Context: an optimization exercise on an open-source flow, tuned for small area. The choices shown serve that exercise and are no tape-out recipe. Power and IR drop assume default switching activity.

Setup of the baseline:
==> flow/design.v <==
`timescale 1ns / 1ps
module mmu_l2tlb_plru_4way (
    input            clk,
    input            r,
    input            rv,
    input            c_hi,
    input            c1,
    input            c3,
    input            cv_lo,
    input            cv_hi,
    output reg [2:0] state
);
    wire k_lo = ~(rv & cv_lo);   
    wire k_hi = ~(rv & cv_hi);   
    always @(posedge clk) begin
        state[2] <= (state[2] & k_lo) | (r & c_hi);
        state[1] <= (state[1] & k_lo) | (r & c1);
        state[0] <= (state[0] & k_hi) | (r & c3);
    end
endmodule
module mmu_l2tlb_plru_rd16 (
    input  [47:0] states,   
    input  [15:0] sel,
    output [ 2:0] state
);
    wire [15:0] b2, b1, b0;
    genvar c;
    generate
        for (c = 0; c < 16; c = c + 1) begin : g_c
            assign b2[c] = states[3*c+2];
            assign b1[c] = states[3*c+1];
            assign b0[c] = states[3*c];
        end
    endgenerate
    assign state = {|(b2 & sel), |(b1 & sel), |(b0 & sel)};
endmodule
`timescale 1ns / 1ps
module mmu_l2tlb_replace (
    input            rstn,
    input            clk,
    input      [1:0] i_update_en_2,
    input      [7:0] i_update_position_8,
    input      [3:0] i_update_way_4,
    input      [3:0] i_l21_valid_4,
    input      [3:0] i_l22_valid_4,
    input      [1:0] i_replace_en_2,
    input      [5:0] i_l21_replace_position_6,
    input      [7:0] i_l22_replace_position_8,
    output reg [3:0] o_replace_way_4
);
    localparam NR = 20;
    localparam NC = 16;
    reg valid;
    always @(posedge clk or negedge rstn) begin
        if (!rstn) valid <= 1'b0;
        else valid <= 1'b1;
    end
    wire upd22 = (i_update_en_2 == 2'b01);
    wire upd21 = (i_update_en_2 == 2'b10) && (i_update_position_8[7:6] == 2'b00);
    wire w3 = (i_update_way_4 == 4'b1000);
    wire w2 = (i_update_way_4 == 4'b0100);
    wire w1 = (i_update_way_4 == 4'b0010);
    wire w0 = (i_update_way_4 == 4'b0001);
    wire [NR-1:0] r_sel;
    wire [NR-1:0] rv_sel;
    wire [NC-1:0] c_hi, c1, c3, cv_lo, cv_hi;
    genvar gr, gc;
    generate
        for (gr = 0; gr < NR; gr = gr + 1) begin : g_row
            if (gr < 16) begin : g_l22
                assign r_sel[gr] = upd22 && (i_update_position_8[7:4] == gr);
            end else begin : g_l21
                assign r_sel[gr] = upd21 && (i_update_position_8[5:4] == gr - 16);
            end
            assign rv_sel[gr] = r_sel[gr] | ~valid;
        end
        for (gc = 0; gc < NC; gc = gc + 1) begin : g_col
            wire cm = (i_update_position_8[3:0] == gc);
            assign c_hi[gc]  = cm & (w3 | w2);
            assign c1[gc]    = cm & w1;
            assign c3[gc]    = cm & w3;
            assign cv_lo[gc] = (cm & (w1 | w0)) | ~valid;
            assign cv_hi[gc] = (cm & (w3 | w2)) | ~valid;
        end
    endgenerate
    wire [2:0] st[0:NR*NC-1];
    generate
        for (gr = 0; gr < NR; gr = gr + 1) begin : g_r
            for (gc = 0; gc < NC; gc = gc + 1) begin : g_c
                mmu_l2tlb_plru_4way plru (
                    .clk  (clk),
                    .r    (r_sel[gr]),
                    .rv   (rv_sel[gr]),
                    .c_hi (c_hi[gc]),
                    .c1   (c1[gc]),
                    .c3   (c3[gc]),
                    .cv_lo(cv_lo[gc]),
                    .cv_hi(cv_hi[gc]),
                    .state(st[gr*NC+gc])
                );
            end
        end
    endgenerate
    wire       rd21 = i_replace_en_2[1];
    wire [3:0] rd_col = rd21 ? i_l21_replace_position_6[3:0] : i_l22_replace_position_8[3:0];
    wire [3:0] vbits = rd21 ? i_l21_valid_4 : i_l22_valid_4;
    wire [NR-1:0] rd_row;
    wire [NC-1:0] rd_colsel;
    wire [NR-1:0] row_s2, row_s1, row_s0;
    generate
        for (gr = 0; gr < NR; gr = gr + 1) begin : g_rdrow
            if (gr < 16) begin : g_l22
                assign rd_row[gr] = valid & ~rd21 & (i_l22_replace_position_8[7:4] == gr);
            end else begin : g_l21
                assign rd_row[gr] = valid & rd21 & (i_l21_replace_position_6[5:4] == gr - 16);
            end
            wire [3*NC-1:0] row_states;
            for (gc = 0; gc < NC; gc = gc + 1) begin : g_rdcol
                assign row_states[3*gc+2:3*gc] = st[gr*NC+gc];
            end
            mmu_l2tlb_plru_rd16 rd (
                .states(row_states),
                .sel   (rd_colsel),
                .state ({row_s2[gr], row_s1[gr], row_s0[gr]})
            );
        end
        for (gc = 0; gc < NC; gc = gc + 1) begin : g_rdcolsel
            assign rd_colsel[gc] = (rd_col == gc);
        end
    endgenerate
    wire [2:0] s = {|(row_s2 & rd_row), |(row_s1 & rd_row), |(row_s0 & rd_row)};
    wire [1:0] idx = {s[1] ^ s[2], s[0]};
    always @(*) begin
        if (i_replace_en_2 == 2'b00) begin
            o_replace_way_4 = 4'b0000;
        end else if (!vbits[0]) begin
            o_replace_way_4 = 4'b0001;
        end else if (!vbits[1]) begin
            o_replace_way_4 = 4'b0010;
        end else if (!vbits[2]) begin
            o_replace_way_4 = 4'b0100;
        end else if (!vbits[3]) begin
            o_replace_way_4 = 4'b1000;
        end else begin
            o_replace_way_4 = 4'b0001 << idx;
        end
    end
endmodule
export LEC_CHECK = 0
export ABC_AREA = 0
export CAP_MARGIN = 20
export CORE_MARGIN = 2
export CORE_UTILIZATION = 70
export SLEW_MARGIN = 20
export SYNTH_HIERARCHICAL = 1
export SYNTH_MINIMUM_KEEP_SIZE = 0
create_clock -name core_clock -period 14.0 [get_ports {clk}]
run.sh (not shown) runs the stock make flow with config.mk's settings and CLKGATE_MAP_FILE= SYNTH_SCRIPT=/design/flow/synth_recipe.tcl, a recipe that flattens the netlist after the stock synthesis.
Inputs modified between the baseline and the candidate:
Settings: CORE_UTILIZATION changed from 70 to 55.
[summary]
- In summary, the candidate completed successfully, with a layout that passed the timing, design-rule and antenna checks.
- Where total wire length after detailed routing is concerned, the baseline is better than the candidate.
- The candidate against the baseline; total power is down slightly.
- Cmp the candidate vs the baseline: core box area higher in the candidate
- Of the baseline and the candidate, the baseline shows the higher utilization, with the candidate below it.
- Compared the baseline against the candidate; final layout net count within noise.
- Cell area | the candidate vs the baseline | the candidate larger
- As of the candidate, clock group total power had fallen slightly compared to the baseline.
No run of this note included a check of the RTL's function; only the layout flow was run.

[re-timing with driven ports]
The results above use ideal ports. As a check the final layouts listed here were re-extracted and re-timed, cells and wires unchanged. Step 1: set_driving_cell puts a clkbuf_16 on clk and a buf_2 on each other input, an assumption about the parent block. Step 2 times the ports against the registers' clock, not the clock port: input delays grow and output delays shrink by t, the midpoint of the rising clock arrivals with the driver on. Three values: no drivers, after step 1, after step 2; two values: the first two.
| run | t (ns) | slack for setup (ns) | hold WS [ns] | slew at the worst register clock pin (ns) |
|---|---|---|---|---|
| the baseline | 0.742 | 2.217 / 2.190 / 2.190 | 0.475 / 0.475 / 0.475 | 0.07 / 0.07 |
| the candidate | 0.745 | 2.337 / 2.308 / 2.308 | 0.472 / 0.472 / 0.472 | 0.07 / 0.07 |
After both steps setup and hold are still met in every run listed. For the candidate, which loses most, drivers alone change the setup slack by -0.029 ns; drivers and shift together by -0.029 ns.
